This design comes from an exercise in tuning for small area on the open sky130 flow, not from production work. RTL that was checked went through simulation tests only; none was proved equivalent to the original.

==> inputs of build 24 <==
==> flow/design.v (excerpt) <==
module Median_Finder_9inputs_8bits(
    output wire [7:0] median_pixel,
    output wire       out_valid,
    input  wire [7:0] pixel0, pixel1, pixel2,
    input  wire [7:0] pixel3, pixel4, pixel5,
    input  wire [7:0] pixel6, pixel7, pixel8,
    input  wire       in_valid,
    input  wire       rst,
    input  wire       clk
);
Settings: LEC_CHECK=0, ABC_AREA=1, CAP_MARGIN=20, CORE_MARGIN=2, CORE_UTILIZATION=40, CTS_BUF_LIST=sky130_fd_sc_hd__clkbuf_4 sky130_fd_sc_hd__clkbuf_8, GPL_TIMING_DRIVEN=0, SLEW_MARGIN=20; clock period 2.5 ns.
standard.sh (not shown) runs the stock make flow with config.mk's settings and CLKGATE_MAP_FILE= SYNTH_SCRIPT=/design/flow/synth_recipe.tcl, a recipe that flattens the netlist after the stock synthesis.
==> flow/flow/run.sh <==
#!/bin/bash
# Own layout flow: the standard flow, with two changes:
#  - synthesis maps the logic with the ABC script in flow/abc.script (an
#    area-oriented mapping) instead of ORFS's; the rest of the standard
#    synthesis (synth_recipe.tcl) is unchanged, so registers keep their names;
#  - port buffers are plain buffers (flow/ports.txt names the cell) instead
#    of the default delay cell.
# Each tool's output goes to a log file in the folder this runs in.
set -euo pipefail
W=$PWD
F=$W/flow
sed 's|log_cmd abc {\*}\$abc_args|log_cmd abc {*}[lreplace $abc_args 1 1 '"$F"'/abc.script]|' \
    "$FLOW_HOME/scripts/synth.tcl" > "$W/own_synth_core.tcl"
grep -q "$F/abc.script" "$W/own_synth_core.tcl"
sed "s|source \$::env(SCRIPTS_DIR)/synth.tcl|source $W/own_synth_core.tcl|" \
    "$W/synth_recipe.tcl" > "$W/own_synth.tcl"
grep -q "own_synth_core.tcl" "$W/own_synth.tcl"
bash "$W/standard.sh" "SYNTH_SCRIPT=$W/own_synth.tcl" synth > "$W/own_synth.log" 2>&1
EXTRA=()
while read -r line; do
    [[ -z "$line" || "$line" == \#* ]] || EXTRA+=("$line")
done < "$F/make_vars.txt"
bash "$W/standard.sh" "${EXTRA[@]}" finish > "$W/own_layout.log" 2>&1
==> flow/flow/abc.script <==
strash
dch
map -D 2000
topo
stime -c
buffer -c
upsize -D 2000 -c
dnsize -D 2000 -c
==> flow/flow/make_vars.txt <==
# extra make variables for the layout, one per line
BUFFER_PORTS_ARGS=-buffer_cell sky130_fd_sc_hd__buf_1
==> build 38 (differences from build 24) <==
--- a/flow/design.v
+++ b/flow/design.v
@@ -4,20 +4,20 @@
     input  wire [7:0] pixel0, pixel1, pixel2,
     input  wire [7:0] pixel3, pixel4, pixel5,
     input  wire [7:0] pixel6, pixel7, pixel8,
     input  wire       in_valid,
     input  wire       rst,
     input  wire       clk
 );
-    reg [3:0] valid_q;
+    reg [2:0] valid_q;
     always @(posedge clk) begin
-        if (rst) valid_q <= 4'b0;
-        else     valid_q <= {valid_q[2:0], in_valid};
+        if (rst) valid_q <= 3'b0;
+        else     valid_q <= {valid_q[1:0], in_valid};
     end
-    assign out_valid = valid_q[3];
+    assign out_valid = valid_q[2];
     wire [7:0] x0_0 = pixel0, x0_1 = pixel1, x0_2 = pixel2;
     wire [7:0] x0_3 = pixel3, x0_4 = pixel4, x0_5 = pixel5;
     wire [7:0] x0_6 = pixel6, x0_7 = pixel7, x0_8 = pixel8;
     wire [7:0] m;    
     wire e7_0 = x0_0[7];
     wire e7_1 = x0_1[7];
     wire e7_2 = x0_2[7];
@@ -423,19 +423,15 @@
     wire lf3_5 = l0_5 | (~e0_5 & m[0]);
     wire gf3_6 = g0_6 | (e0_6 & ~m[0]);
     wire lf3_6 = l0_6 | (~e0_6 & m[0]);
     wire gf3_7 = g0_7 | (e0_7 & ~m[0]);
     wire lf3_7 = l0_7 | (~e0_7 & m[0]);
     wire gf3_8 = g0_8 | (e0_8 & ~m[0]);
     wire lf3_8 = l0_8 | (~e0_8 & m[0]);
-    reg [7:0] mr3;
-    always @(posedge clk) begin
-        mr3 <= {mr2, m[1:0]};
-    end
-    assign median_pixel = mr3;
+    assign median_pixel = {mr2, m[1:0]};
     function maj9(input [8:0] v);
         begin
             maj9 = maj3((&v[2:0]) | (&v[5:3]) | (&v[8:6]),
                         (|v[2:0]) & (|v[5:3]) & (|v[8:6]),
                         maj3(maj3(v[0], v[1], v[2]), maj3(v[3], v[4], v[5]),
                              maj3(v[6], v[7], v[8])));
         end
==> flow/flow/make_vars.txt (replaced) <==
# extra make variables for the layout, one per line
BUFFER_PORTS_ARGS=-buffer_cell sky130_fd_sc_hd__buf_2
--- a/flow/config.mk
+++ b/flow/config.mk
@@ -5,10 +5,8 @@
 export SDC_FILE = /design/flow/constraint.sdc
 export NUM_CORES = 4
 export LEC_CHECK = 0
 export ABC_AREA = 1
 export CAP_MARGIN = 20
 export CORE_MARGIN = 2
 export CORE_UTILIZATION = 40
-export CTS_BUF_LIST = sky130_fd_sc_hd__clkbuf_4 sky130_fd_sc_hd__clkbuf_8
-export GPL_TIMING_DRIVEN = 0
 export SLEW_MARGIN = 20
==> summary of the runs <==
Build 24 finished clean. Build 38 ran to the end with violations: setup timing. In build 24 the clock skew is higher than in build 38, by 0.0033 ns. Between build 38 and build 24, the lower clock-buffer cell count is in build 24 (gap 2). Between build 38 and build 24, the lower sequential share of layout area is in build 38 (gap 4.1 points). Between build 38 and build 24, the lower synthesized cell count is in build 24 (gap 1.1%, measured against build 24). Between build 38 and build 24, the lower utilization is in build 24 (gap 2.9 points). Against build 24, the die area of build 38 is lower by 2.6%.
For build 38, only the layout was checked, not whether the RTL still works.

==> separate check: timing with driven ports <==
The results above use ideal ports. As a check the final layouts listed here were re-extracted and re-timed, cells and wires unchanged.
Step 1, drivers: a clkbuf_16 drives clk and a buf_2 each remaining input, both assumed.
Step 2 times the ports against the registers' clock, not the clock port: input delays grow and output delays shrink by t, the midpoint of the rising clock arrivals with the driver on.
Three values: ideal, step 1, step 2; two values: the first two.
| run | shift t [ns] | setup slack, ns | hold WS [ns] | clock arrival spread, ns |
|---|---|---|---|---|
| build 24 | 0.475 | 0.144 / 0.156 / -0.320 | 0.236 / 0.222 / 0.330 | 0.012 / 0.013 |
| build 38 | 0.439 | -0.026 / -0.067 / -0.169 | 0.275 / 0.257 / 0.326 | 0.010 / 0.010 |
With both steps, setup timing fails in build 24, where it was met with ideal ports. The setup slack of build 24, which loses most, moves by +0.012 ns with the drivers and by -0.464 ns with both steps.
